Context: an optimization exercise on an open-source flow, tuned for small area, a short achievable clock period and few clock cycles per item. The choices shown serve that exercise and are no tape-out recipe. Where RTL was checked, it was by simulation tests only, not by an equivalence proof against the original. For run 1, only the layout was checked, not whether the RTL still works.

## flow/design.v (module list and top-level ports; edited modules follow where they fit)
// module pipelined: 1071 lines
module pipelined(
    input  wire              clk,
    input  wire              rst,
    input  wire              in_valid,
    output wire              in_ready,
    input  wire signed [15:0] a,
    input  wire signed [15:0] b,
    input  wire signed [15:0] c,
    input  wire signed [15:0] d,
    input  wire signed [15:0] e,
    output reg               out_valid,
    input  wire              out_ready,
    output wire signed [31:0] y
);
  // ...
==> flow/flow/run.sh <==
#!/bin/bash
# Standard ORFS layout, except that Yosys's "synth" runs with -noabc, so the quick
# ABC pass before full-adder extraction does not scramble the adder tree's polarity.
set -euo pipefail
sed 's/yosys synth -nofsm -noshare {\*}\$args/yosys synth -nofsm -noshare -noabc {*}$args/' synth_recipe.tcl > flow/noabc_synth.tcl
grep -q -- '-noabc' flow/noabc_synth.tcl
sed "s#SYNTH_SCRIPT=[^ ]*#SYNTH_SCRIPT=$PWD/flow/noabc_synth.tcl#" standard.sh > flow/standard_noabc.sh
grep -q noabc_synth flow/standard_noabc.sh
bash flow/standard_noabc.sh "BUFFER_PORTS_ARGS=-buffer_cell sky130_fd_sc_hd__buf_1" finish > standard.log 2>&1
==> flow/flow/noabc_synth.tcl <==
proc synth {args} { yosys synth -nofsm -noshare -noabc {*}$args }
source $::env(SCRIPTS_DIR)/synth.tcl
# left out here: clear keep_hierarchy, flatten, clean up, hide names made inside functions, write 1_2_yosys.v
==> flow/flow/standard_noabc.sh <==
#!/bin/bash
# The standard flow's own layout of this design, on the ORFS make targets given (by default finish). After
# finish it leaves the final layout's DEF at /design/flow/out/final.def.
set -euo pipefail
make -C /OpenROAD-flow-scripts/flow DESIGN_CONFIG=/design/flow/config.mk WORK_HOME=/design/flow/orfs CLKGATE_MAP_FILE= SYNTH_SCRIPT=/design/flow/flow/noabc_synth.tcl ABC_AREA=1 CAP_MARGIN=5 CORE_MARGIN=2 CORE_UTILIZATION=40 SETUP_SLACK_MARGIN=4.2 SLEW_MARGIN=5 "${@:-finish}"
if [[ -f /design/flow/orfs/results/sky130hd/pipelined/base/6_final.odb ]]; then
  : # left out here: write the final layout as DEF
fi
==> flow/standard.sh <==
#!/bin/bash
# synth_recipe.tcl (not shown) runs the flow's synth.tcl, then flattens the netlist and writes it again
# the make line also repeats each setting of config.mk as NAME=value (left out here)
make -C /OpenROAD-flow-scripts/flow DESIGN_CONFIG=/design/flow/config.mk WORK_HOME=/design/flow/orfs CLKGATE_MAP_FILE= SYNTH_SCRIPT=/design/flow/synth_recipe.tcl "${@:-finish}"
==> flow/config.mk <==
export PLATFORM = sky130hd
export DESIGN_NAME = pipelined
export DESIGN_NICKNAME = pipelined
export VERILOG_FILES = /design/flow/design.v
export SDC_FILE = /design/flow/constraint.sdc
export NUM_CORES = 4
export LEC_CHECK = 0
export ABC_AREA = 1
export CAP_MARGIN = 5
export CORE_MARGIN = 2
export CORE_UTILIZATION = 40
export SETUP_SLACK_MARGIN = 4.2
export SLEW_MARGIN = 5
==> flow/constraint.sdc <==
create_clock -name core_clock -period 8.0 [get_ports {clk}]
set_input_delay 1.6000 -clock core_clock [delete_from_list [all_inputs] [get_ports {clk}]]
set_output_delay 1.6000 -clock core_clock [all_outputs]
set_load 0.01 [all_outputs]
==> impl_metrics.ini, run 1 <==
[worst_setup_path]
path_buf_inv = 4
r2r_slack_ns = 4.30
path_delay_family = buffers and inverters
critPathCapture = in_ready
critPathMaxStageDelay_ns = 0.15
crit_fanout = 2

[clock_tree]
insertion_delay_ns = 0.55
clockBufferDepth = 3

[logic_synthesis]
synth_largest_area_cell = edfxtp_1
synth_top_family_by_area = adder cells
synth_flop_cell = edfxtp_1
syn_avg_cell_area_sq_um = 10.9
synth.yosys.seq_area_share_pct = 33.9
synth-compound-area-share_pct = 9.47
ys_ff_latch = 220

[job]
drv_cap = 0

[timing]
setup_slack_ns = 4.19
fin_crit_ns = 3.81

[routing]
wl_met3_um = 4720
route.met2.wl_um = 23400

[placement]
dp_cells = 2358
dp_hpwl_um = 38600
place_area_sq_um = 20000

[floorplanning]
dieWidth_um = 224
dieArea_sq_um = 50300

[global_routing]
use_met2_pct = 32.6
overflow = 0
antenna_found_initial = 2

[cells_and_area]
multi_input_area_share_pct = 54.8
clk_share_pct = 3.62
layout-drive-gt1-share_pct = 4.57

[outcome]
status = no timing/DRC/antenna violations
==> run 2, diff against run 1 <==
--- a/flow/design.v
+++ b/flow/design.v
@@ -7,24 +7,33 @@
     input  wire signed [15:0] b,
     input  wire signed [15:0] c,
     input  wire signed [15:0] d,
     input  wire signed [15:0] e,
     output reg               out_valid,
     input  wire              out_ready,
     output wire signed [31:0] y
 );
-  wire stall = out_valid & ~out_ready;
-  assign in_ready = ~stall;
-  reg vA, vM;
+  reg vA, vM, y2v, rdy;
+  wire stall = y2v;             
+  wire pop = out_valid & out_ready;
+  assign in_ready = rdy;
   always @(posedge clk) begin
     if (rst) begin
-      vA <= 1'b0; vM <= 1'b0; out_valid <= 1'b0;
-    end else if (~stall) begin
-      vA <= in_valid; vM <= vA; out_valid <= vM;
+      vA <= 1'b0; vM <= 1'b0; out_valid <= 1'b0; y2v <= 1'b0; rdy <= 1'b1;
+    end else begin
+      if (~y2v) begin
+        vA <= in_valid; vM <= vA;
+      end
+      if (~out_valid | out_ready) out_valid <= y2v | vM;
+      if (y2v) begin
+        y2v <= ~pop; rdy <= pop;
+      end else begin
+        y2v <= out_valid & ~out_ready & vM; rdy <= ~(out_valid & ~out_ready & vM);
+      end
     end
   end
   reg [15:0] An, Cn, E;
   always @(posedge clk) if (~stall) begin An <= ~a; Cn <= ~c; E <= e; end
   reg [7:0] xneg, xonen, xtwon;
   always @(posedge clk) if (~stall) begin xneg[0] <= b[1]; xonen[0] <= ~(b[0] ^ 1'b0); xtwon[0] <= ~((b[1] & ~b[0] & ~1'b0) | (~b[1] & b[0] & 1'b0)); end
   always @(posedge clk) if (~stall) begin xneg[1] <= b[3]; xonen[1] <= ~(b[2] ^ b[1]); xtwon[1] <= ~((b[3] & ~b[2] & ~b[1]) | (~b[3] & b[2] & b[1])); end
   always @(posedge clk) if (~stall) begin xneg[2] <= b[5]; xonen[2] <= ~(b[4] ^ b[3]); xtwon[2] <= ~((b[5] & ~b[4] & ~b[3]) | (~b[5] & b[4] & b[3])); end
@@ -1060,12 +1069,144 @@
   wire s838 = m29_0 ^ m29_1;
   wire c839 = m29_0 & m29_1;
   wire s840 = m30_0 ^ m30_1;
   wire c841 = m30_0 & m30_1;
   wire s842 = m31_0 ^ m31_1;
   wire c843 = m31_0 & m31_1;
   wire [31:0] row0 = {c841, c839, c837, c835, c833, s832, s830, c827, c823, s822, c815, s814, c805, c799, c793, c787, c783, s780, c773, c769, c765, s764, c759, s756, c753, m6_2, m5_0, m4_0, m3_0, m2_0, m1_0, m0_0};
   wire [31:0] row1 = {s842, s840, s838, s836, s834, c831, c829, s828, s826, c819, s818, c811, s810, s804, s798, s792, s786, s782, s776, s772, s768, c761, s760, s758, s754, s752, m5_1, m4_1, 1'b0, 1'b0, 1'b0, 1'b0};
-  reg [31:0] Y;
-  always @(posedge clk) if (~stall) Y <= row0 + row1;
+  wire [31:0] cg = row0 & row1, cp = row0 ^ row1;
+  wire pg844g = cg[1] | (cp[1] & cg[0]);
+  wire pg845g = cg[3] | (cp[3] & cg[2]);
+  wire pg845p = cp[3] & cp[2];
+  wire pg846g = cg[5] | (cp[5] & cg[4]);
+  wire pg846p = cp[5] & cp[4];
+  wire pg847g = cg[7] | (cp[7] & cg[6]);
+  wire pg847p = cp[7] & cp[6];
+  wire pg848g = cg[9] | (cp[9] & cg[8]);
+  wire pg848p = cp[9] & cp[8];
+  wire pg849g = cg[11] | (cp[11] & cg[10]);
+  wire pg849p = cp[11] & cp[10];
+  wire pg850g = cg[13] | (cp[13] & cg[12]);
+  wire pg850p = cp[13] & cp[12];
+  wire pg851g = cg[15] | (cp[15] & cg[14]);
+  wire pg851p = cp[15] & cp[14];
+  wire pg852g = cg[17] | (cp[17] & cg[16]);
+  wire pg852p = cp[17] & cp[16];
+  wire pg853g = cg[19] | (cp[19] & cg[18]);
+  wire pg853p = cp[19] & cp[18];
+  wire pg854g = cg[21] | (cp[21] & cg[20]);
+  wire pg854p = cp[21] & cp[20];
+  wire pg855g = cg[23] | (cp[23] & cg[22]);
+  wire pg855p = cp[23] & cp[22];
+  wire pg856g = cg[25] | (cp[25] & cg[24]);
+  wire pg856p = cp[25] & cp[24];
+  wire pg857g = cg[27] | (cp[27] & cg[26]);
+  wire pg857p = cp[27] & cp[26];
+  wire pg858g = cg[29] | (cp[29] & cg[28]);
+  wire pg858p = cp[29] & cp[28];
+  wire pg859g = cg[31] | (cp[31] & cg[30]);
+  wire pg859p = cp[31] & cp[30];
+  wire pg860g = cg[2] | (cp[2] & pg844g);
+  wire pg861g = pg845g | (pg845p & pg844g);
+  wire pg862g = cg[6] | (cp[6] & pg846g);
+  wire pg862p = cp[6] & pg846p;
+  wire pg863g = pg847g | (pg847p & pg846g);
+  wire pg863p = pg847p & pg846p;
+  wire pg864g = cg[10] | (cp[10] & pg848g);
+  wire pg864p = cp[10] & pg848p;
+  wire pg865g = pg849g | (pg849p & pg848g);
+  wire pg865p = pg849p & pg848p;
+  wire pg866g = cg[14] | (cp[14] & pg850g);
+  wire pg866p = cp[14] & pg850p;
+  wire pg867g = pg851g | (pg851p & pg850g);
+  wire pg867p = pg851p & pg850p;
+  wire pg868g = cg[18] | (cp[18] & pg852g);
+  wire pg868p = cp[18] & pg852p;
+  wire pg869g = pg853g | (pg853p & pg852g);
+  wire pg869p = pg853p & pg852p;
+  wire pg870g = cg[22] | (cp[22] & pg854g);
+  wire pg870p = cp[22] & pg854p;
+  wire pg871g = pg855g | (pg855p & pg854g);
+  wire pg871p = pg855p & pg854p;
+  wire pg872g = cg[26] | (cp[26] & pg856g);
+  wire pg872p = cp[26] & pg856p;
+  wire pg873g = pg857g | (pg857p & pg856g);
+  wire pg873p = pg857p & pg856p;
+  wire pg874g = cg[30] | (cp[30] & pg858g);
+  wire pg874p = cp[30] & pg858p;
+  wire pg875g = pg859g | (pg859p & pg858g);
+  wire pg875p = pg859p & pg858p;
+  wire pg876g = cg[4] | (cp[4] & pg861g);
+  wire pg877g = pg846g | (pg846p & pg861g);
+  wire pg878g = pg862g | (pg862p & pg861g);
+  wire pg879g = pg863g | (pg863p & pg861g);
+  wire pg880g = cg[12] | (cp[12] & pg865g);
+  wire pg880p = cp[12] & pg865p;
+  wire pg881g = pg850g | (pg850p & pg865g);
+  wire pg881p = pg850p & pg865p;
+  wire pg882g = pg866g | (pg866p & pg865g);
+  wire pg882p = pg866p & pg865p;
+  wire pg883g = pg867g | (pg867p & pg865g);
+  wire pg883p = pg867p & pg865p;
+  wire pg884g = cg[20] | (cp[20] & pg869g);
+  wire pg884p = cp[20] & pg869p;
+  wire pg885g = pg854g | (pg854p & pg869g);
+  wire pg885p = pg854p & pg869p;
+  wire pg886g = pg870g | (pg870p & pg869g);
+  wire pg886p = pg870p & pg869p;
+  wire pg887g = pg871g | (pg871p & pg869g);
+  wire pg887p = pg871p & pg869p;
+  wire pg888g = cg[28] | (cp[28] & pg873g);
+  wire pg888p = cp[28] & pg873p;
+  wire pg889g = pg858g | (pg858p & pg873g);
+  wire pg889p = pg858p & pg873p;
+  wire pg890g = pg874g | (pg874p & pg873g);
+  wire pg890p = pg874p & pg873p;
+  wire pg891g = pg875g | (pg875p & pg873g);
+  wire pg891p = pg875p & pg873p;
+  wire pg892g = cg[8] | (cp[8] & pg879g);
+  wire pg893g = pg848g | (pg848p & pg879g);
+  wire pg894g = pg864g | (pg864p & pg879g);
+  wire pg895g = pg865g | (pg865p & pg879g);
+  wire pg896g = pg880g | (pg880p & pg879g);
+  wire pg897g = pg881g | (pg881p & pg879g);
+  wire pg898g = pg882g | (pg882p & pg879g);
+  wire pg899g = pg883g | (pg883p & pg879g);
+  wire pg900g = cg[24] | (cp[24] & pg887g);
+  wire pg900p = cp[24] & pg887p;
+  wire pg901g = pg856g | (pg856p & pg887g);
+  wire pg901p = pg856p & pg887p;
+  wire pg902g = pg872g | (pg872p & pg887g);
+  wire pg902p = pg872p & pg887p;
+  wire pg903g = pg873g | (pg873p & pg887g);
+  wire pg903p = pg873p & pg887p;
+  wire pg904g = pg888g | (pg888p & pg887g);
+  wire pg904p = pg888p & pg887p;
+  wire pg905g = pg889g | (pg889p & pg887g);
+  wire pg905p = pg889p & pg887p;
+  wire pg906g = pg890g | (pg890p & pg887g);
+  wire pg906p = pg890p & pg887p;
+  wire pg907g = pg891g | (pg891p & pg887g);
+  wire pg907p = pg891p & pg887p;
+  wire pg908g = cg[16] | (cp[16] & pg899g);
+  wire pg909g = pg852g | (pg852p & pg899g);
+  wire pg910g = pg868g | (pg868p & pg899g);
+  wire pg911g = pg869g | (pg869p & pg899g);
+  wire pg912g = pg884g | (pg884p & pg899g);
+  wire pg913g = pg885g | (pg885p & pg899g);
+  wire pg914g = pg886g | (pg886p & pg899g);
+  wire pg915g = pg887g | (pg887p & pg899g);
+  wire pg916g = pg900g | (pg900p & pg899g);
+  wire pg917g = pg901g | (pg901p & pg899g);
+  wire pg918g = pg902g | (pg902p & pg899g);
+  wire pg919g = pg903g | (pg903p & pg899g);
+  wire pg920g = pg904g | (pg904p & pg899g);
+  wire pg921g = pg905g | (pg905p & pg899g);
+  wire pg922g = pg906g | (pg906p & pg899g);
+  wire pg923g = pg907g | (pg907p & pg899g);
+  wire [31:0] sum = {cp[31] ^ pg922g, cp[30] ^ pg921g, cp[29] ^ pg920g, cp[28] ^ pg919g, cp[27] ^ pg918g, cp[26] ^ pg917g, cp[25] ^ pg916g, cp[24] ^ pg915g, cp[23] ^ pg914g, cp[22] ^ pg913g, cp[21] ^ pg912g, cp[20] ^ pg911g, cp[19] ^ pg910g, cp[18] ^ pg909g, cp[17] ^ pg908g, cp[16] ^ pg899g, cp[15] ^ pg898g, cp[14] ^ pg897g, cp[13] ^ pg896g, cp[12] ^ pg895g, cp[11] ^ pg894g, cp[10] ^ pg893g, cp[9] ^ pg892g, cp[8] ^ pg879g, cp[7] ^ pg878g, cp[6] ^ pg877g, cp[5] ^ pg876g, cp[4] ^ pg861g, cp[3] ^ pg860g, cp[2] ^ pg844g, cp[1] ^ cg[0], cp[0]};
+  reg [31:0] Y, Y2;
+  always @(posedge clk) if (~out_valid | out_ready) Y <= y2v ? Y2 : sum;
+  always @(posedge clk) if (~y2v) Y2 <= sum;
   assign y = Y;
 endmodule
==> run 2 against run 1 <==
Design area increased by 2.5%. Non-clock buffer count decreased by 8. Count of clock-buffer cells in the layout increased by 5. Synthesized cell count decreased by 1.5%. Via count decreased by 2.7%. Final cell count increased by 0.58%. Critical path type is now register to register.
==> impl_metrics.ini, run 2 <==
[outcome]
status = no timing/DRC/antenna violations

[timing]
final-setup-viol-count = 0
fmax_mhz = 271
maxSlewViolCount = 0
rsz0062_at_grt = no
skew_ns = 0.0149
setup_slack_ns = 4.30
setup-tns-final_ns = 0
max_slew_margin_pct = 22.6
hold_viol = 0
fin_crit_ns = 3.70
tightest_slew_ns = 1.16
fin_crit_sh_pct = 46.2

[cells_and_area]
layout_commonest_cell = xor2_1
top_regs = Y2 (32), Y (32)
layout_common_cells = xor2_1 (271), fa_1 (247), o22ai_1 (240)
layout-drive-gt1-share_pct = 4.37
area_growth_pct = 8.27
antenna_cells = 0
fin_area_sq_um = 21400
instances_no_fill = 2425
fin_util_pct = 43.8
fin_nets = 2131

[logic_synthesis]
netlist_instances = 1749
yosysWarnings = 1
syn_avg_cell_area_sq_um = 11.3
synth_common_cells = xor2_1 (271), fa_1 (247), o22ai_1 (240), edfxtp_1 (217), nand2_1 (159)
synth_xor_area_share_pct = 12.9
synth_edf_count = 217
synth_async_sr_flop_share_pct = 0
synth_top_area_share_pct = 33.0
synth_flop_cell = edfxtp_1
ys_types = 30
synth_area_leaders = edfxtp_1 (33%), fa_1 (25%), xor2_1 (12%)
synth.most_common_cell = xor2_1
ys_ff_latch = 254
synth_top_family_by_area = adder cells
synth-compound-area-share_pct = 9.83
synth_largest_area_cell = edfxtp_1
synthesis.nets = 2141
synthMuxAreaShare_pct = 0
synthSimpleGateAreaFrac_pct = 5.44
synthAdderAreaFrac_pct = 28.9
synth.yosys.seq_area_share_pct = 36.8
syn_area_sq_um = 19700

[worst_hold_path]
hold_start = Y2[29]
min_path_type = register to register
min_path_cells = 2

[worst_setup_path]
crit_top_cell = fa_1
cp-start-kind = register
path_cells = fa_1 -> fa_1 -> fa_1 -> fa_1 -> fa_1
r2r_cells = 5
crit_fanout = 18
worstSetupPathType = register to register
cp.required_ns = 8.31
crit_path_top_delay_cell = edfxtp_1
r2r-start = xneg[0]
crit_start = xneg[0]
r2r_slack_ns = 4.30
critPathMaxStageDelay_ns = 1.04
endpoint_kind = register
arrival_ns = 4.01

[placement]
gp_congestion = 0.916
pre_cts_ws_ns = 4.28
dp_cells = 2371
place_area_sq_um = 20400
dp_hpwl_um = 36600
port-buffer-count = 117

[clock_tree]
cts_tree = yes
clock-sinks = 254
cts_made_buffers = 29
cts_root_buffer = clkbuf_16
htree_levels = 1
insertion_delay_ns = 0.57
clk_pin_slew_ns = 0.07
clockBufferDepth = 3

[routing]
drt_wl_total_um = 50100
wl_per_cell_um = 20.7
vias = 12900
vias_per_cell = 5.33
drt_drc_violations_left = 0
drtIter0Drc = 1358
drt_first_pass_iters = 6
ant_nets = 0

[floorplanning]
core_area_sq_um = 48800
start_util_pct = 40.4
dieWidth_um = 226
pin_count = 118
die_h_um = 226
dieArea_sq_um = 51200
rows = 81

[global_routing]
track_usage_pct = 19.9
overflow = 0
grt_pass1_wl_um = 78100
grt_max_degree = 142
grt_pass1_vias = 13200
antenna_found_initial = 0

[job]
drv_cap = 0
[run 2: cell types whose count changed after synthesis, moves of 12 or more]
cell / delta
nand2_1: -29
clkbuf_1: +74
inv_1: -44
dfxtp_1: +34
xor2_1: -12
buf_2: -64
[run 2: kinds of logic after synthesis]
| kind of cell | Yosys count |
|---|---|
| compound gates | 324 |
| buf+inv | 312 |
| fa+ha+maj | 308 |
| xor+xnor | 291 |
| simple gates | 260 |
| flops | 254 |
[run 2: path summary, 6_finish.rpt]
path | end
worst min-delay path | Y2[29]
worst max-delay path | m3_0
worst min register to register | Y2[29]
worst max register to register | m3_0
[run 2: final cells by class]
type,count,area [sq um]
clock buffers,33,793
clock inverters,20,150
fillers,4585,27500
inverters,143,544
multi-input cells,1183,11300
flip-flops and latches,254,7260
well taps,664,831
repair buffers,128,522
[run 2: layer usage]
layer	wire length (um)	vias up	track usage, %	share of wire (%)
li1	-	5857	-	-
met1	22600	6405	28.8	45
met2	22500	583	31.0	45
met3	4180	80	3.81	8.3
met4	843	0	4.52	1.7
met5	0	-	0	0
[run 2: through the flow]
step	hold WS (ns)
6_report	0.449
5_1_grt	0.474
4_1_cts	0.454
3_5_place_dp	0.438
3_3_place_gp	0.433
2_1_floorplan	0.418
[run 2: what timing repair did]
action / CTS / global route
endpoints found under the setup margin: 0 / 3
setup buffers: 0 / 1
hold buffers: 0 / 0
resized for setup: 0 / 1
[run 2: critical path, delay by kind of cell (launching register included)]
family                   cells  cell delay, ns
adder cells (fa/ha/maj)      5            2.38
flip-flops                   1            1.04
Testbench counts of run 2, summed over its fixed seeds: cycles 32,024, items 32,000.
==> run 3, diff against run 2 <==
==> flow/flow/standard_noabc.sh (replaced) <==
#!/bin/bash
# The standard flow's own layout of this design, on the ORFS make targets given (by default finish). After
# finish it leaves the final layout's DEF at /design/flow/out/final.def.
set -euo pipefail
make -C /OpenROAD-flow-scripts/flow DESIGN_CONFIG=/design/flow/config.mk WORK_HOME=/design/flow/orfs CLKGATE_MAP_FILE= SYNTH_SCRIPT=/design/flow/flow/noabc_synth.tcl ABC_AREA=1 CAP_MARGIN=20 CORE_MARGIN=2 CORE_UTILIZATION=40 SETUP_SLACK_MARGIN=4.2 SLEW_MARGIN=20 "${@:-finish}"
if [[ -f /design/flow/orfs/results/sky130hd/pipelined/base/6_final.odb ]]; then
  : # left out here: write the final layout as DEF
fi
--- a/flow/config.mk
+++ b/flow/config.mk
@@ -7,7 +7,7 @@
 export LEC_CHECK = 0
 export ABC_AREA = 1
-export CAP_MARGIN = 5
+export CAP_MARGIN = 20
 export CORE_MARGIN = 2
 export CORE_UTILIZATION = 40
 export SETUP_SLACK_MARGIN = 4.2
-export SLEW_MARGIN = 5
+export SLEW_MARGIN = 20
==> run 3 against run 2 <==
Still clean. Area after synthesis stayed put. Sequential share of layout area unchanged. Global-route usage unchanged. Flip-flop and latch count did not move. Setup slack unchanged. Register-to-register slack hardly changed. Die area stayed put. Critical path depth did not move. Critical endpoint unchanged.
==> impl_metrics.ini, run 3 <==
[outcome]
status = no timing/DRC/antenna violations

[logic_synthesis]
synth_edf_count = 217
synth_common_cells = xor2_1 (271), fa_1 (247), o22ai_1 (240), edfxtp_1 (217), nand2_1 (159)
synthesis.nets = 2141
ys_ff_latch = 254
syn_avg_cell_area_sq_um = 11.3
synthAdderAreaFrac_pct = 28.9
ys_types = 30
syn_area_sq_um = 19700
synth_flop_cell = edfxtp_1
synthSimpleGateAreaFrac_pct = 5.44
yosysWarnings = 1
synth.yosys.seq_area_share_pct = 36.8
synth_async_sr_flop_share_pct = 0
synth-compound-area-share_pct = 9.83
netlist_instances = 1749
synth.most_common_cell = xor2_1
synth_top_family_by_area = adder cells
synth_top_area_share_pct = 33.0
synth_area_leaders = edfxtp_1 (33%), fa_1 (25%), xor2_1 (12%)
synthMuxAreaShare_pct = 0
synth_xor_area_share_pct = 12.9
synth_largest_area_cell = edfxtp_1

[timing]
fin_crit_sh_pct = 46.2
hold_viol = 0
setup_slack_ns = 4.30
tightest_slew_ns = 1.16
hold_ws_ns = 0.449
setup-tns-final_ns = 0
fin_crit_ns = 3.70
fmax_mhz = 271
skew_ns = 0.0149
final-setup-viol-count = 0
max_slew_margin_pct = 22.6
rsz0062_at_grt = no
maxSlewViolCount = 0

[cells_and_area]
area_growth_pct = 8.27
fin_nets = 2131
fillCellCount = 4585
antenna_cells = 0
layout-drive-gt1-share_pct = 4.37
top_regs = Y2 (32), Y (32)
instances_no_fill = 2425
fin_area_sq_um = 21400
layout_common_cells = xor2_1 (271), fa_1 (247), o22ai_1 (240)
layout_commonest_cell = xor2_1
fin_util_pct = 43.8

[floorplanning]
start_util_pct = 40.4
dieWidth_um = 226
core_area_sq_um = 48800
pin_count = 118
die_h_um = 226
dieArea_sq_um = 51200
rows = 81

[clock_tree]
clock-sinks = 254
insertion_delay_ns = 0.57
cts_root_buffer = clkbuf_16
cts_made_buffers = 29
htree_levels = 1
clockBufferDepth = 3
cts_tree = yes
clk_pin_slew_ns = 0.07

[placement]
place_area_sq_um = 20400
gp_congestion = 0.916
pre_cts_ws_ns = 4.28
dp_cells = 2371
dp_hpwl_um = 36600
port-buffer-count = 117

[worst_setup_path]
endpoint_kind = register
r2r-start = xneg[0]
cp.required_ns = 8.31
reg2reg_to = m3_0
arrival_ns = 4.01
r2r_cells = 5
cp-start-kind = register
worstSetupPathType = register to register
r2r_slack_ns = 4.30
crit_fanout = 18

[global_routing]
grt_max_degree = 142
track_usage_pct = 19.9
antenna_found_initial = 0
overflow = 0
grt_pass1_wl_um = 78100
grt_pass1_vias = 13200

[routing]
route.met2.wl_um = 22500
ant_nets = 0
vias = 12900
drt_drc_violations_left = 0
vias_per_cell = 5.33
top_layer_used = met4
drt_wl_total_um = 50100
drtIter0Drc = 1358
wl_per_cell_um = 20.7
drt_first_pass_iters = 6
wl_met3_um = 4180
wl_met1_um = 22600

[worst_hold_path]
hold-path-endpoint = Y2[29]
min_path_type = register to register
hold_start = Y2[29]
min_path_cells = 2

[job]
drv_cap = 0
## run 3: routing by layer
layer	vias up	global-route usage (%)
met5	-	0
met3	80	3.81
li1	5857	-
met4	0	4.52
met1	6405	28.8
met2	583	31.0
## run 3: area by class of cell
| class | instances | area, sq um | area share [%] |
|---|---|---|---|
| clock inverters | 20 | 150 | 0.702 |
| flip-flops and latches | 254 | 7260 | 34.0 |
| clock buffers | 33 | 793 | 3.71 |
| inverters | 143 | 544 | 2.55 |
| repair buffers | 128 | 522 | 2.44 |
| well taps | 664 | 831 | 3.89 |
| multi-input cells | 1183 | 11300 | 52.8 |
## run 3: kinds of logic (layout without fill, tap and decap cells)
kind of cell | count (synthesis) | after routing
compound gates | 324 | 324
xor+xnor | 291 | 291
fa+ha+maj | 308 | 308
buf+inv | 312 | 324
flops | 254 | 254
simple gates | 260 | 260
## run 3: worst max-delay path, stage by stage (launching register included)
cell and delay, ns:
edfxtp_1 1.04, fa_1 0.61, fa_1 0.41, fa_1 0.45, fa_1 0.45, fa_1 0.46
## run 3: repair_timing
| item | in CTS | in global routing |
|---|---|---|
| buffers inserted | 0 | 1 |
| hold buffers | 0 | 0 |
| gates resized for setup | 0 | 1 |
| endpoints found under the setup margin | 0 | 3 |
## run 3: how the worst max path moves through the flow
stage                     startpoint     to  slack, ns  cells past startpoint
after detailed placement       m13_0  Y[17]       4.28                     11
after floorplan                  y2v  An[0]       4.60                      3
after global placement         m13_0  Y[17]       4.37                     11
after CTS                      m13_0  Y[17]       4.28                     11
after global routing         xneg[0]   m3_0       4.21                      5
final                        xneg[0]   m3_0       4.30                      5
==> run 4, diff against run 3 <==
==> flow/flow/standard_noabc.sh (replaced) <==
#!/bin/bash
# The standard flow's own layout of this design, on the ORFS make targets given (by default finish). After
# finish it leaves the final layout's DEF at /design/flow/out/final.def.
set -euo pipefail
make -C /OpenROAD-flow-scripts/flow DESIGN_CONFIG=/design/flow/config.mk WORK_HOME=/design/flow/orfs CLKGATE_MAP_FILE= SYNTH_SCRIPT=/design/flow/flow/noabc_synth.tcl ABC_AREA=0 CAP_MARGIN=20 CORE_MARGIN=2 CORE_UTILIZATION=40 SETUP_SLACK_MARGIN=4.2 SLEW_MARGIN=20 "${@:-finish}"
if [[ -f /design/flow/orfs/results/sky130hd/pipelined/base/6_final.odb ]]; then
  : # left out here: write the final layout as DEF
fi
--- a/flow/config.mk
+++ b/flow/config.mk
@@ -6,5 +6,5 @@
 export NUM_CORES = 4
 export LEC_CHECK = 0
-export ABC_AREA = 1
+export ABC_AREA = 0
 export CAP_MARGIN = 20
 export CORE_MARGIN = 2
==> run 4 against run 3 <==
Hold slack better by 0.0097 ns. First-iteration DRC count shrank 13%. Via count decreased by 4.6%. Sequential share of layout area is essentially flat. Largest cell class unchanged. Critical endpoint is now Y[29].
==> impl_metrics.ini, run 4 <==
[worst_setup_path]
crit_path_top_delay_cell = fa_1
crit_start = m18_0
cp.required_ns = 8.28
r2r_cells = 12
r2r-start = m18_0
worstSetupPathType = register to register
path_cells = fa_2 -> fa_1 -> fa_1 -> ha_4 -> a21oi_4 -> nand2_4 -> a221oi_4 -> o21ai_2 -> buf_4 -> o31a_4 -> o21ai_1 -> o21ai_1
critPathMaxStageDelay_ns = 0.61
endpoint_kind = register
arrival_ns = 3.98
crit_fanout = 6
cp-start-kind = register

[placement]
port-buffer-count = 117
dp_hpwl_um = 35400
dp_cells = 2158
gp_congestion = 0.923
place_area_sq_um = 20000

[logic_synthesis]
synth_area_leaders = edfxtp_1 (34%), fa_1 (26%), xor2_1 (12%)
synth_async_sr_flop_share_pct = 0
synth_top_area_share_pct = 33.7
syn_avg_cell_area_sq_um = 12.2
synth.yosys.seq_area_share_pct = 37.5
synth_common_cells = xor2_1 (255), fa_1 (247), o22ai_1 (240), edfxtp_1 (217), clkbuf_1 (160)
synth.most_common_cell = xor2_1
synth_flop_cell = edfxtp_1
synth_largest_area_cell = edfxtp_1
synthesis.nets = 1974
ys_types = 51
yosysWarnings = 1
synth_edf_count = 217
ys_ff_latch = 254
syn_area_sq_um = 19300
netlist_instances = 1582

[worst_hold_path]
min_path_type = register to register
min_path_cells = 2
hold_start = Y2[25]

[cells_and_area]
layout_commonest_cell = xor2_1
top_regs = Y2 (32), Y (32)
fillCellCount = 4326
area_growth_pct = 10.4
fin_util_pct = 44.7
layout-drive-gt1-share_pct = 7.21
layout_common_cells = xor2_1 (255), fa_1 (243), o22ai_1 (240)
antenna_cells = 0
instances_no_fill = 2223
fin_nets = 1978
fin_area_sq_um = 21400
multi_input_area_sq_um = 11300
register_area_sq_um = 7260

[global_routing]
overflow = 0
grt_max_degree = 191
antenna_found_initial = 0
grt_pass1_wl_um = 77400
track_usage_pct = 20.0
grt_pass1_vias = 12800

[outcome]
status = no timing/DRC/antenna violations

[clock_tree]
clk_pin_slew_ns = 0.06
cts_made_buffers = 29
clockBufferDepth = 3
ctsHoldBuffers = 0
htree_levels = 1
clock-sinks = 254
cts_tree = yes
cts_root_buffer = clkbuf_16
insertion_delay_ns = 0.56

[timing]
final-setup-viol-count = 0
fin_crit_ns = 3.70
tightest_slew_ns = 1.15
skew_ns = 0.00935
hold_viol = 0
rsz0062_at_grt = yes
setup-tns-final_ns = 0
fin_crit_sh_pct = 46.2
max_slew_margin_pct = 23.3
maxSlewViolCount = 0
fmax_mhz = 270

[routing]
drtIter0Drc = 1188
wl_per_cell_um = 22.6
ant_nets = 0
drt_drc_violations_left = 0
vias_per_cell = 5.54
drt_first_pass_iters = 5
vias = 12300
drt_wl_total_um = 50200

[floorplanning]
die_h_um = 224
pin_count = 118
core_area_sq_um = 47700
dieWidth_um = 224
dieArea_sq_um = 50100
rows = 80
start_util_pct = 40.5

[job]
drv_cap = 0
[run 4: cell count changes after synthesis, moves of 6 or more]
cell and delta:
xnor2_1 +22, clkbuf_1 +22, mux2_2 +11, buf_1 +6, o31ai_1 +10, buf_2 -29
nand3_1 -26, xor2_1 -16, inv_1 -58, nand2_2 -7, o21ai_0 -23, nand2_1 -114
o21a_1 +7
[run 4: final timing paths]
kind	end	slack (ns)
setup / recovery	Y[29]	4.30
hold / removal	Y2[25]	0.46
setup reg to reg	Y[29]	4.30
hold reg to reg	Y2[25]	0.46
[run 4: cell families after synthesis]
kind of cell               after synthesis  synth area share, %
DFF                                    254                 37.5
muxes                                   14                0.795
and+or+nand+nor                        125                 2.72
buffers and inverters                  247                 4.79
adders and majority gates              308                 29.5
AOI/OAI and AO/OA                      337                 11.2
xor gates and xnor gates               297                 13.4
[run 4: metrics by stage]
stage          setup slack, ns  hold WS (ns)
2_1_floorplan             4.18         0.423
3_3_place_gp              4.06         0.440
3_5_place_dp              4.00         0.442
4_1_cts                   4.08         0.460
5_1_grt                   4.12         0.481
6_report                  4.30         0.459
[run 4: per-layer routing]
layer  global-route usage, %  vias up  part of all wire [%]
li1                        -     5486                     -
met1                    29.0     6210                    45
met2                    31.0      561                    45
met3                    4.01       69                   8.5
met4                    4.82        0                   1.8
met5                       0        -                     0
[run 4: final cells by class]
class | instances | area share (%)
multi-input combinational | 1081 | 53.0
clock inverter | 15 | 1.33
inverter | 81 | 1.44
timing repair buffer | 139 | 3.05
tap | 615 | 3.60
clock buffer | 38 | 3.65
sequential | 254 | 34.0
[run 4: critical path: cells and delay by family (launching register included)]
kind	cells	cell delay [ns]
adder cells (fa/ha/maj)	4	1.72
AND/OR/NAND/NOR	1	0.08
buffers and inverters	1	0.15
flip-flops	1	0.42
AO/OA/AOI/OAI	6	1.05
[run 4: repair_timing]
item                       in CTS  in global routing
gates resized for setup        13                 14
buffers inserted                5                  4
setup endpoints to repair      13                 16
pin swaps                       8                  6
cloned                          0                  0
==> run 5, diff against run 4 <==
==> flow/flow/standard_noabc.sh (replaced) <==
#!/bin/bash
# The standard flow's own layout of this design, on the ORFS make targets given (by default finish). After
# finish it leaves the final layout's DEF at /design/flow/out/final.def.
set -euo pipefail
make -C /OpenROAD-flow-scripts/flow DESIGN_CONFIG=/design/flow/config.mk WORK_HOME=/design/flow/orfs CLKGATE_MAP_FILE= SYNTH_SCRIPT=/design/flow/flow/noabc_synth.tcl ABC_AREA=1 CAP_MARGIN=20 CORE_MARGIN=2 CORE_UTILIZATION=40 SETUP_SLACK_MARGIN=4.2 SLEW_MARGIN=20 TNS_END_PERCENT=30 "${@:-finish}"
if [[ -f /design/flow/orfs/results/sky130hd/pipelined/base/6_final.odb ]]; then
  : # left out here: write the final layout as DEF
fi
--- a/flow/config.mk
+++ b/flow/config.mk
@@ -6,5 +6,5 @@
 export NUM_CORES = 4
 export LEC_CHECK = 0
-export ABC_AREA = 0
+export ABC_AREA = 1
 export CAP_MARGIN = 20
 export CORE_MARGIN = 2
@@ -12,2 +12,3 @@
 export SETUP_SLACK_MARGIN = 4.2
 export SLEW_MARGIN = 20
+export TNS_END_PERCENT = 30
==> run 5 against run 4 <==
Largest cell class unchanged. Non-clock buffer count shrank 11. Critical endpoint is now m3_0. Wire length shrank 0.26%. Still clean on timing, DRC and antenna.
==> impl_metrics.ini, run 5 <==
[floorplanning]
pin_count = 118
dieArea_sq_um = 51200
rows = 81
start_util_pct = 40.4
die_h_um = 226
core_area_sq_um = 48800
dieWidth_um = 226

[logic_synthesis]
synth.yosys.seq_area_share_pct = 36.8
synth_flop_cell = edfxtp_1
synth_area_leaders = edfxtp_1 (33%), fa_1 (25%), xor2_1 (12%)
synth_async_sr_flop_share_pct = 0
synth_largest_area_cell = edfxtp_1
synth_common_cells = xor2_1 (271), fa_1 (247), o22ai_1 (240), edfxtp_1 (217), nand2_1 (159)
ys_ff_latch = 254
syn_avg_cell_area_sq_um = 11.3
netlist_instances = 1749
synth_top_area_share_pct = 33.0
synth.most_common_cell = xor2_1
synthesis.nets = 2141
ys_types = 30
yosysWarnings = 1
synth_edf_count = 217
syn_area_sq_um = 19700

[timing]
max_slew_margin_pct = 22.6
tightest_slew_ns = 1.16
fin_crit_sh_pct = 46.2
rsz0062_at_grt = no
skew_ns = 0.0149
setup_slack_ns = 4.30
setup-tns-final_ns = 0
maxSlewViolCount = 0
fin_crit_ns = 3.70
fmax_mhz = 271
final-setup-viol-count = 0
hold_viol = 0

[worst_setup_path]
r2r_slack_ns = 4.30
reg2reg_to = m3_0
crit_fanout = 18
cp-start-kind = register
r2r-start = xneg[0]
worstSetupPathType = register to register
cp.required_ns = 8.31
r2r_cells = 5
arrival_ns = 4.01
endpoint_kind = register

[global_routing]
grt_pass1_vias = 13200
grt_max_degree = 142
overflow = 0
track_usage_pct = 19.9
grt_pass1_wl_um = 78100
antenna_found_initial = 0

[clock_tree]
ctsHoldBuffers = 0
insertion_delay_ns = 0.57
cts_tree = yes
htree_levels = 1
cts_made_buffers = 29
clk_pin_slew_ns = 0.07
cts_root_buffer = clkbuf_16
clockBufferDepth = 3
clock-sinks = 254

[cells_and_area]
layout_commonest_cell = xor2_1
fin_nets = 2131
fin_area_sq_um = 21400
top_regs = Y2 (32), Y (32)
layout-drive-gt1-share_pct = 4.37
area_growth_pct = 8.27
antenna_cells = 0
layout_common_cells = xor2_1 (271), fa_1 (247), o22ai_1 (240)
instances_no_fill = 2425

[worst_hold_path]
min_path_type = register to register
hold-path-endpoint = Y2[29]
hold_start = Y2[29]
min_path_cells = 2

[routing]
drt_first_pass_iters = 6
drt_drc_violations_left = 0
vias_per_cell = 5.33
vias = 12900
wl_per_cell_um = 20.7
ant_nets = 0
drtIter0Drc = 1358
drt_wl_total_um = 50100

[outcome]
status = no timing/DRC/antenna violations

[placement]
place_area_sq_um = 20400
port-buffer-count = 117
gp_congestion = 0.916
dp_hpwl_um = 36600
dp_cells = 2371
pre_cts_ws_ns = 4.28

[job]
drv_cap = 0
run 5: changes by cell type after synthesis, moves of 23 or more:
cell / change
inv_1: +58
nand2_1: +114
o21ai_0: +23
buf_2: +29
nand3_1: +26
run 5: layout make-up:
type                    instances  area [sq um]
repair buffers                128           522
fillers                      4585         27500
clock inverters                20           150
inverters                     143           544
clock buffers                  33           793
multi-input cells            1183         11300
flip-flops and latches        254          7260
well taps                     664           831
run 5: repair_timing:
item / in CTS / in global routing
resized for setup: 0 / 1
setup endpoints to repair: 0 / 3
buffers inserted: 0 / 1
run 5: worst max-delay path, cell delays in order, from the launching register on:
cell and delay [ns]:
edfxtp_1 1.04, fa_1 0.61, fa_1 0.41, fa_1 0.45
fa_1 0.45, fa_1 0.46
run 5: worst max-delay path by stage:
stage	start	to	slack, ns	cells past startpoint
after floorplan	y2v	An[0]	4.60	3
after global placement	m13_0	Y[17]	4.37	11
after detailed placement	m13_0	Y[17]	4.28	11
after CTS	m13_0	Y[17]	4.28	11
after global routing	xneg[0]	m3_0	4.21	5
final	xneg[0]	m3_0	4.30	5
run 5: per-stage QoR:
step,utilization (%),hold slack [ns]
after floorplan,-,0.418
after global placement,41.8,0.433
after detailed placement,41.8,0.438
after CTS,43.7,0.454
after global routing,43.8,0.474
final,43.8,0.449
run 5: layer usage:
metal / vias to the layer above / GRT usage [%] / routed length [um]
met4: 0 / 4.52 / 843
met1: 6405 / 28.8 / 22600
met5: - / 0 / 0
li1: 5857 / - / -
met2: 583 / 31.0 / 22500
met3: 80 / 3.81 / 4180
run 5: cells by family (layout without fill, tap and decap cells):
kind of cell / count (synthesis) / after routing / synth area share, %
compound gates: 324 / 324 / 9.83
fa+ha+maj: 308 / 308 / 28.9
flops: 254 / 254 / 36.8
simple gates: 260 / 260 / 5.44
xor+xnor: 291 / 291 / 12.9
buf+inv: 312 / 324 / 6.16
==> run 6, diff against run 5 <==
==> flow/flow/standard_noabc.sh (replaced) <==
#!/bin/bash
# The standard flow's own layout of this design, on the ORFS make targets given (by default finish). After
# finish it leaves the final layout's DEF at /design/flow/out/final.def.
set -euo pipefail
make -C /OpenROAD-flow-scripts/flow DESIGN_CONFIG=/design/flow/config.mk WORK_HOME=/design/flow/orfs CLKGATE_MAP_FILE= SYNTH_SCRIPT=/design/flow/flow/noabc_synth.tcl ABC_AREA=1 CAP_MARGIN=20 CORE_MARGIN=2 CORE_UTILIZATION=40 GPL_TIMING_DRIVEN=0 SETUP_SLACK_MARGIN=4.2 SLEW_MARGIN=20 "${@:-finish}"
if [[ -f /design/flow/orfs/results/sky130hd/pipelined/base/6_final.odb ]]; then
  : # left out here: write the final layout as DEF
fi
--- a/flow/config.mk
+++ b/flow/config.mk
@@ -10,5 +10,5 @@
 export CORE_MARGIN = 2
 export CORE_UTILIZATION = 40
+export GPL_TIMING_DRIVEN = 0
 export SETUP_SLACK_MARGIN = 4.2
 export SLEW_MARGIN = 20
-export TNS_END_PERCENT = 30
==> run 6 against run 5 <==
Still clean. Area after synthesis is the same. Core utilization grew 1.6 points. Setup slack lost 0.058 ns. Count of clock-buffer cells in the layout grew 12. Design area grew 3.8%. Synthesized cell count is the same. Maximum frequency shrank 1.5%. Flip-flop and latch count is the same. Critical endpoint is now m15_2. Largest cell class unchanged.
==> impl_metrics.ini, run 6 <==
[placement]
dp_cells = 2533
pre_cts_ws_ns = 3.93
dp_hpwl_um = 45600
port-buffer-count = 117
gp_congestion = 0.948

[logic_synthesis]
syn_avg_cell_area_sq_um = 11.3
synth_edf_count = 217
netlist_instances = 1749
synth_area_leaders = edfxtp_1 (33%), fa_1 (25%), xor2_1 (12%)
synth_common_cells = xor2_1 (271), fa_1 (247), o22ai_1 (240), edfxtp_1 (217), nand2_1 (159)
synth_largest_area_cell = edfxtp_1
synth.most_common_cell = xor2_1
yosysWarnings = 1
syn_area_sq_um = 19700
ys_types = 30
synthesis.nets = 2141
synth_flop_cell = edfxtp_1
synth_top_area_share_pct = 33.0
ys_ff_latch = 254
synth.yosys.seq_area_share_pct = 36.8
synth_async_sr_flop_share_pct = 0

[clock_tree]
clockBufferDepth = 3
ctsHoldBuffers = 0
insertion_delay_ns = 0.58
cts_made_buffers = 29
cts_tree = yes
htree_levels = 1
clock-sinks = 254
clk_pin_slew_ns = 0.06
cts_root_buffer = clkbuf_16

[routing]
ant_nets = 0
drt_drc_violations_left = 0
drt_first_pass_iters = 7
wl_per_cell_um = 21.7
vias = 13400
drt_wl_total_um = 56200
vias_per_cell = 5.18
drtIter0Drc = 1050

[global_routing]
grt_max_degree = 100
track_usage_pct = 22.5
overflow = 0
grt_pass1_wl_um = 85800
antenna_found_initial = 0
grt_pass1_vias = 14000

[timing]
maxSlewViolCount = 0
final-setup-viol-count = 0
fin_crit_sh_pct = 46.9
tightest_slew_ns = 0.736
setup-tns-final_ns = 0
fmax_mhz = 266
hold_ws_ns = 0.451
rsz0062_at_grt = yes
skew_ns = 0.0273
fin_crit_ns = 3.75
setup_slack_ns = 4.25
max_slew_margin_pct = 51.0
hold_viol = 0

[cells_and_area]
layout_commonest_cell = xor2_1
top_regs = Y2 (32), Y (32)
fin_nets = 2295
antenna_cells = 0
layout_common_cells = xor2_1 (271), fa_1 (245), o22ai_1 (240)
instances_no_fill = 2590
area_growth_pct = 12.3
layout-drive-gt1-share_pct = 8.93

[floorplanning]
dieWidth_um = 226
pin_count = 118
rows = 81
start_util_pct = 40.4
core_area_sq_um = 48800
die_h_um = 226
dieArea_sq_um = 51200

[outcome]
status = no timing/DRC/antenna violations

[worst_setup_path]
endpoint_kind = register
cp-start-kind = register
arrival_ns = 4.07
cp.required_ns = 8.32
crit_fanout = 10
worstSetupPathType = register to register

[job]
drv_cap = 0

[worst_hold_path]
min_path_type = register to register
[run 6: cells by family (layout without fill, tap and decap cells)]
| kind of cell | Yosys count | count (layout) | synth area share, % |
|---|---|---|---|
| AO/OA/AOI/OAI | 324 | 324 | 9.83 |
| buffers and inverters | 312 | 489 | 6.16 |
| adder cells (fa/ha/maj) | 308 | 308 | 28.9 |
| XOR/XNOR | 291 | 291 | 12.9 |
| AND/OR/NAND/NOR | 260 | 260 | 5.44 |
| flip-flops | 254 | 254 | 36.8 |
[run 6: what timing repair did]
action	CTS	global route
pin swaps	1	2
gates resized for setup	36	81
setup endpoints to repair	41	35
buffers inserted	1	2
[run 6: worst paths after layout]
path            start    end  slack [ns]  cells after the start
max          yonen[6]  m15_2        4.25                      8
min             Y2[8]  Y2[8]        0.45                      2
max reg2reg  yonen[6]  m15_2        4.25                      8
min reg2reg     Y2[8]  Y2[8]        0.45                      2
[run 6: final cells by class]
type,count,area [sq um]
sequential,254,7260
inverter,143,537
buffer,169,785
timing repair buffer,123,544
fill,4649,26700
clock buffer,45,847
clock inverter,9,103
tap,664,831
multi-input combinational,1183,11300
[run 6: critical path, cell delays in order, from the launching register on]
cell,delay (ns)
edfxtp_1,0.33
clkbuf_1,0.37
clkbuf_1,0.51
o22ai_1,0.17
xor2_1,0.24
fa_1,0.47
fa_1,0.44
fa_1,0.57
fa_1,0.40
[run 6: routing by layer]
metal	part of all wire, %	track usage, %
met5	0	0
met4	3.0	7.19
met3	6.9	3.36
met2	46	36.6
met1	44	30.9
[run 6: metrics by stage]
step	instance area, sq um	utilization (%)
after floorplan	19700	-
after global placement	21000	43.0
after detailed placement	21100	43.2
after CTS	22100	45.3
after global routing	22200	45.4
final	22200	45.4
==> run 7, diff against run 6 <==
==> flow/flow/standard_noabc.sh (replaced) <==
#!/bin/bash
# The standard flow's own layout of this design, on the ORFS make targets given (by default finish). After
# finish it leaves the final layout's DEF at /design/flow/out/final.def.
set -euo pipefail
make -C /OpenROAD-flow-scripts/flow DESIGN_CONFIG=/design/flow/config.mk WORK_HOME=/design/flow/orfs CLKGATE_MAP_FILE= SYNTH_SCRIPT=/design/flow/flow/noabc_synth.tcl ABC_AREA=1 CAP_MARGIN=20 CORE_MARGIN=2 CORE_UTILIZATION=40 CTS_CLUSTER_SIZE=30 SETUP_SLACK_MARGIN=4.2 SLEW_MARGIN=20 "${@:-finish}"
if [[ -f /design/flow/orfs/results/sky130hd/pipelined/base/6_final.odb ]]; then
  : # left out here: write the final layout as DEF
fi
--- a/flow/config.mk
+++ b/flow/config.mk
@@ -10,5 +10,5 @@
 export CORE_MARGIN = 2
 export CORE_UTILIZATION = 40
-export GPL_TIMING_DRIVEN = 0
+export CTS_CLUSTER_SIZE = 30
 export SETUP_SLACK_MARGIN = 4.2
 export SLEW_MARGIN = 20
==> run 7 against run 6 <==
Still clean on timing, DRC and antenna. Clock skew fell by 0.012 ns. Critical path depth down 3. Via count decreased by 3.6%. Area after synthesis did not move. Flip-flop and latch count stayed put. Critical path type unchanged.
==> impl_metrics.ini, run 7 <==
[cells_and_area]
top_regs = Y2 (32), Y (32)
layout_common_cells = xor2_1 (271), fa_1 (247), o22ai_1 (240)
fin_nets = 2131
fin_util_pct = 43.8
fin_area_sq_um = 21400
antenna_cells = 0
area_growth_pct = 8.27
layout_commonest_cell = xor2_1
layout-drive-gt1-share_pct = 4.37

[logic_synthesis]
synth_top_area_share_pct = 33.0
netlist_instances = 1749
synth_common_cells = xor2_1 (271), fa_1 (247), o22ai_1 (240), edfxtp_1 (217), nand2_1 (159)
yosysWarnings = 1
synth_edf_count = 217
synth_area_leaders = edfxtp_1 (33%), fa_1 (25%), xor2_1 (12%)
ys_types = 30
synth_async_sr_flop_share_pct = 0
ys_ff_latch = 254
synth.yosys.seq_area_share_pct = 36.8
synth_flop_cell = edfxtp_1
synth.most_common_cell = xor2_1
syn_avg_cell_area_sq_um = 11.3
synthesis.nets = 2141
synth_largest_area_cell = edfxtp_1
syn_area_sq_um = 19700

[floorplanning]
die_h_um = 226
dieWidth_um = 226
dieArea_sq_um = 51200
start_util_pct = 40.4
core_area_sq_um = 48800
rows = 81
pin_count = 118

[routing]
ant_nets = 0
vias = 12900
wl_per_cell_um = 20.7
drt_drc_violations_left = 0
vias_per_cell = 5.33
drt_wl_total_um = 50100
drt_first_pass_iters = 6
drtIter0Drc = 1358

[timing]
final-setup-viol-count = 0
hold_ws_ns = 0.449
fin_crit_ns = 3.70
hold_viol = 0
fin_crit_sh_pct = 46.2
rsz0062_at_grt = no
max_slew_margin_pct = 22.6
tightest_slew_ns = 1.16
setup-tns-final_ns = 0
maxSlewViolCount = 0
skew_ns = 0.0149
fmax_mhz = 271

[clock_tree]
ctsHoldBuffers = 0
htree_levels = 1
clockBufferDepth = 3
clk_pin_slew_ns = 0.07
cts_made_buffers = 29
clock-sinks = 254
cts_root_buffer = clkbuf_16
insertion_delay_ns = 0.57
cts_tree = yes

[worst_setup_path]
crit_fanout = 18
arrival_ns = 4.01
cp.required_ns = 8.31
reg2reg_to = m3_0
r2r_cells = 5
critPathCapture = m3_0
r2r_slack_ns = 4.30
r2r-start = xneg[0]
endpoint_kind = register
crit_start = xneg[0]
worstSetupPathType = register to register
cp-start-kind = register

[outcome]
status = no timing/DRC/antenna violations

[global_routing]
grt_pass1_wl_um = 78100
overflow = 0
antenna_found_initial = 0
grt_pass1_vias = 13200
track_usage_pct = 19.9
grt_max_degree = 142

[worst_hold_path]
min_path_type = register to register

[placement]
port-buffer-count = 117
dp_hpwl_um = 36600
gp_congestion = 0.916
place_area_sq_um = 20400

[job]
drv_cap = 0
-- run 7: cell counts after synthesis --
Identical to the previous run, type by type.
-- run 7: area by class of cell --
cell class | count | area, sq um
clock buffer | 33 | 793
fill | 4585 | 27500
tap | 664 | 831
inverter | 143 | 544
multi-input combinational | 1183 | 11300
sequential | 254 | 7260
timing repair buffer | 128 | 522
clock inverter | 20 | 150
-- run 7: cells by family after synthesis --
family	share of synthesized area (%)
compound gates	9.83
xor+xnor	12.9
fa+ha+maj	28.9
buf+inv	6.16
flops	36.8
simple gates	5.44
-- run 7: through the flow --
step	worst slack (ns)	instances
after floorplan	4.60	1749
after global placement	4.37	2371
after detailed placement	4.28	2371
after CTS	4.28	2424
after global routing	4.21	2425
final	4.30	2425
-- run 7: repair_timing --
| item | CTS | global route |
|---|---|---|
| resized for setup | 0 | 1 |
| endpoints found under the hold margin | 0 | 0 |
| setup buffers | 0 | 1 |
| setup endpoints to repair | 0 | 3 |
-- run 7: worst min path at each step --
stage / from / endpoint / slack, ns / cells past startpoint
3_3_place_gp: Y2[16] / Y2[16] / 0.43 / 2
5_1_grt: Y2[0] / Y2[0] / 0.47 / 2
4_1_cts: Y2[25] / Y2[25] / 0.45 / 2
3_5_place_dp: Y2[31] / Y2[31] / 0.44 / 2
6_report: Y2[29] / Y2[29] / 0.45 / 2
2_1_floorplan: Y2[4] / Y2[4] / 0.42 / 2
-- run 7: metal layers --
metal | wire, um | vias to the layer above | share of wire, % | track usage [%]
li1 | - | 5857 | - | -
met5 | 0 | - | 0 | 0
met3 | 4180 | 80 | 8.3 | 3.81
met4 | 843 | 0 | 1.7 | 4.52
met2 | 22500 | 583 | 45 | 31.0
met1 | 22600 | 6405 | 45 | 28.8
-- run 7: critical path, cell delays in order (launching register included) --
cell      delay [ns]
edfxtp_1        1.04
fa_1            0.61
fa_1            0.41
fa_1            0.45
fa_1            0.45
fa_1            0.46
==> run 8, diff against run 7 <==
==> flow/flow/standard_noabc.sh (replaced) <==
#!/bin/bash
# The standard flow's own layout of this design, on the ORFS make targets given (by default finish). After
# finish it leaves the final layout's DEF at /design/flow/out/final.def.
set -euo pipefail
make -C /OpenROAD-flow-scripts/flow DESIGN_CONFIG=/design/flow/config.mk WORK_HOME=/design/flow/orfs CLKGATE_MAP_FILE= SYNTH_SCRIPT=/design/flow/flow/noabc_synth.tcl ABC_AREA=1 CAP_MARGIN=20 CORE_MARGIN=2 CORE_UTILIZATION=40 SETUP_SLACK_MARGIN=4.35 SLEW_MARGIN=20 "${@:-finish}"
if [[ -f /design/flow/orfs/results/sky130hd/pipelined/base/6_final.odb ]]; then
  : # left out here: write the final layout as DEF
fi
--- a/flow/config.mk
+++ b/flow/config.mk
@@ -10,5 +10,4 @@
 export CORE_MARGIN = 2
 export CORE_UTILIZATION = 40
-export CTS_CLUSTER_SIZE = 30
-export SETUP_SLACK_MARGIN = 4.2
+export SETUP_SLACK_MARGIN = 4.35
 export SLEW_MARGIN = 20
==> run 8 against run 7 <==
Core utilization increased by 1.0 points. Final cell count up 1.7%. Setup slack gained 0.094 ns. Critical path type unchanged.
==> impl_metrics.ini, run 8 <==
[global_routing]
overflow = 0
grt_max_degree = 142
grt_pass1_wl_um = 78100
track_usage_pct = 19.9
antenna_found_initial = 0
grt_pass1_vias = 13200

[logic_synthesis]
synth.most_common_cell = xor2_1
syn_avg_cell_area_sq_um = 11.3
synthMuxAreaShare_pct = 0
synthAdderAreaFrac_pct = 28.9
synth_async_sr_flop_share_pct = 0
netlist_instances = 1749
synthesis.nets = 2141
ys_types = 30
yosysWarnings = 1
synth_xor_area_share_pct = 12.9
synth.yosys.seq_area_share_pct = 36.8
synth_largest_area_cell = edfxtp_1
syn_area_sq_um = 19700
synth_top_family_by_area = adder cells
synth_edf_count = 217
ys_ff_latch = 254
synthSimpleGateAreaFrac_pct = 5.44
synth_top_area_share_pct = 33.0
synth-compound-area-share_pct = 9.83
synth_flop_cell = edfxtp_1
synth_common_cells = xor2_1 (271), fa_1 (247), o22ai_1 (240), edfxtp_1 (217), nand2_1 (159)
synth_area_leaders = edfxtp_1 (33%), fa_1 (25%), xor2_1 (12%)

[worst_setup_path]
r2r-start = yneg[1]
path_cells = xor2_1 -> fa_1 -> fa_1 -> fa_1 -> fa_1
critPathMaxStageDelay_ns = 1.13
cp-start-kind = register
arrival_ns = 3.90
r2r_slack_ns = 4.40
cp.required_ns = 8.30
reg2reg_to = m13_2
crit_path_top_delay_cell = edfxtp_1
critPathCapture = m13_2
endpoint_kind = register
worstSetupPathType = register to register
r2r_cells = 5
cp.depth = 5
path_delay_family = adder cells
path_buf_inv = 0
crit_start = yneg[1]
crit_fanout = 18
crit_top_cell = fa_1

[routing]
vias_per_cell = 5.33
drt_first_pass_iters = 6
vias = 13100
drt_wl_total_um = 50500
drt_drc_violations_left = 0
wl_per_cell_um = 20.5
drtIter0Drc = 1267
ant_nets = 0

[clock_tree]
clock-sinks = 254
cts_made_buffers = 29
clk_pin_slew_ns = 0.06
cts_tree = yes
ctsHoldBuffers = 0
htree_levels = 1
cts_root_buffer = clkbuf_16
insertion_delay_ns = 0.57
clockBufferDepth = 3

[timing]
maxSlewViolCount = 0
hold_viol = 0
fmax_mhz = 278
setup_slack_ns = 4.40
tightest_slew_ns = 1.19
max_slew_margin_pct = 20.9
setup-tns-final_ns = 0
skew_ns = 0.0165
fin_crit_ns = 3.60
fin_crit_sh_pct = 45.0
final-setup-viol-count = 0
rsz0062_at_grt = yes

[cells_and_area]
fillCellCount = 4534
layout_common_cells = xor2_1 (271), fa_1 (246), o22ai_1 (240)
top_regs = Y2 (32), Y (32)
multi_input_area_sq_um = 11300
instances_no_fill = 2466
antenna_cells = 0
fin_nets = 2172
area_growth_pct = 10.8
layout_commonest_cell = xor2_1
layout-drive-gt1-share_pct = 7.16
register_area_sq_um = 7260

[placement]
dp_cells = 2371
gp_congestion = 0.916
port-buffer-count = 117
dp_hpwl_um = 36600
pre_cts_ws_ns = 4.28

[worst_hold_path]
hold_start = Y2[29]
min_path_type = register to register

[job]
drv_cap = 0

[outcome]
status = no timing/DRC/antenna violations

[floorplanning]
rows = 81
dieArea_sq_um = 51200
core_area_sq_um = 48800
dieWidth_um = 226
start_util_pct = 40.4
pin_count = 118
die_h_um = 226
## run 8: cell type report
class	count	area share [%]
clock buffers	33	3.63
clock inverters	20	0.686
inverters	143	2.49
multi-input cells	1183	51.8
flip-flops and latches	254	33.2
well taps	664	3.80
repair buffers	169	4.42
## run 8: logic make-up after synthesis
| logic type | Yosys count |
|---|---|
| XOR/XNOR | 291 |
| flip-flops | 254 |
| buffers and inverters | 312 |
| AND/OR/NAND/NOR | 260 |
| adder cells (fa/ha/maj) | 308 |
| AO/OA/AOI/OAI | 324 |
## run 8: routing by layer
metal,global-route usage (%),routed length (um),vias up
met5,0,0,-
met4,4.52,949,0
met3,4.11,4570,87
met2,31.0,22500,636
met1,28.5,22400,6476
li1,-,-,5939
## run 8: worst min-delay path by stage
stage                         to  slack (ns)  depth (start not counted)
after floorplan            Y2[4]        0.42                          2
after global placement    Y2[16]        0.43                          2
after detailed placement  Y2[31]        0.44                          2
after CTS                 Y2[25]        0.45                          2
after global routing       Y2[0]        0.47                          2
final                     Y2[29]        0.45                          2
## run 8: per-stage QoR
stage / utilization, % / area [sq um] / hold WS [ns]
final: 44.8 / 21900 / 0.449
after global routing: 44.8 / 21900 / 0.474
after CTS: 43.8 / 21400 / 0.454
after detailed placement: 41.8 / 20400 / 0.438
after global placement: 41.8 / 20400 / 0.433
after floorplan: - / 19700 / 0.418
## run 8: timing repair
action,in CTS,in global routing
setup buffers,3,39
pin swaps,0,1
endpoints found under the setup margin,3,23
gates resized for setup,1,12
## run 8: worst min-delay path, cell delays in order, from the launching register on
cell and delay, ns:
dfxtp_1 0.30, nand2_1 0.05, nand2_1 0.07

port drivers added, routing unchanged:
In the flow no input, the clock included, has a driving cell. The finished layouts below were timed again as built, in two steps.
Step 1: set_driving_cell puts a clkbuf_16 on clk and a buf_2 on each other input, an assumption about the parent block.
Step 2, shift: input delay + t, output delay - t, t = (earliest + latest rising clock arrival at the registers) / 2. This alone moves slack from input paths to output paths.
a / b / c = ideal ports / drivers / drivers and shift; a / b = the first two.
run	t, ns	setup WS [ns]	clock arrival spread, ns	slew at the worst register clock pin (ns)	worst data-port slew with drivers (ns)
run 1	0.598	4.186 / 4.153 / 3.912	0.022 / 0.022	0.07 / 0.07	0.05
run 2	0.618	4.304 / 4.304 / 4.304	0.016 / 0.016	0.07 / 0.07	0.04
run 3	0.618	4.304 / 4.304 / 4.304	0.016 / 0.016	0.07 / 0.07	0.04
run 4	0.611	4.302 / 4.302 / 4.302	0.010 / 0.009	0.06 / 0.06	0.07
run 5	0.618	4.304 / 4.304 / 4.304	0.016 / 0.016	0.07 / 0.07	0.04
run 6	0.623	4.246 / 4.246 / 4.246	0.027 / 0.027	0.06 / 0.06	0.05
run 7	0.618	4.304 / 4.304 / 4.304	0.016 / 0.016	0.07 / 0.07	0.04
run 8	0.623	4.398 / 4.398 / 4.398	0.018 / 0.018	0.07 / 0.07	0.04
After both steps every run listed still meets setup and hold. The setup slack of run 1, which loses most, moves by -0.033 ns with the drivers and by -0.274 ns with both steps.
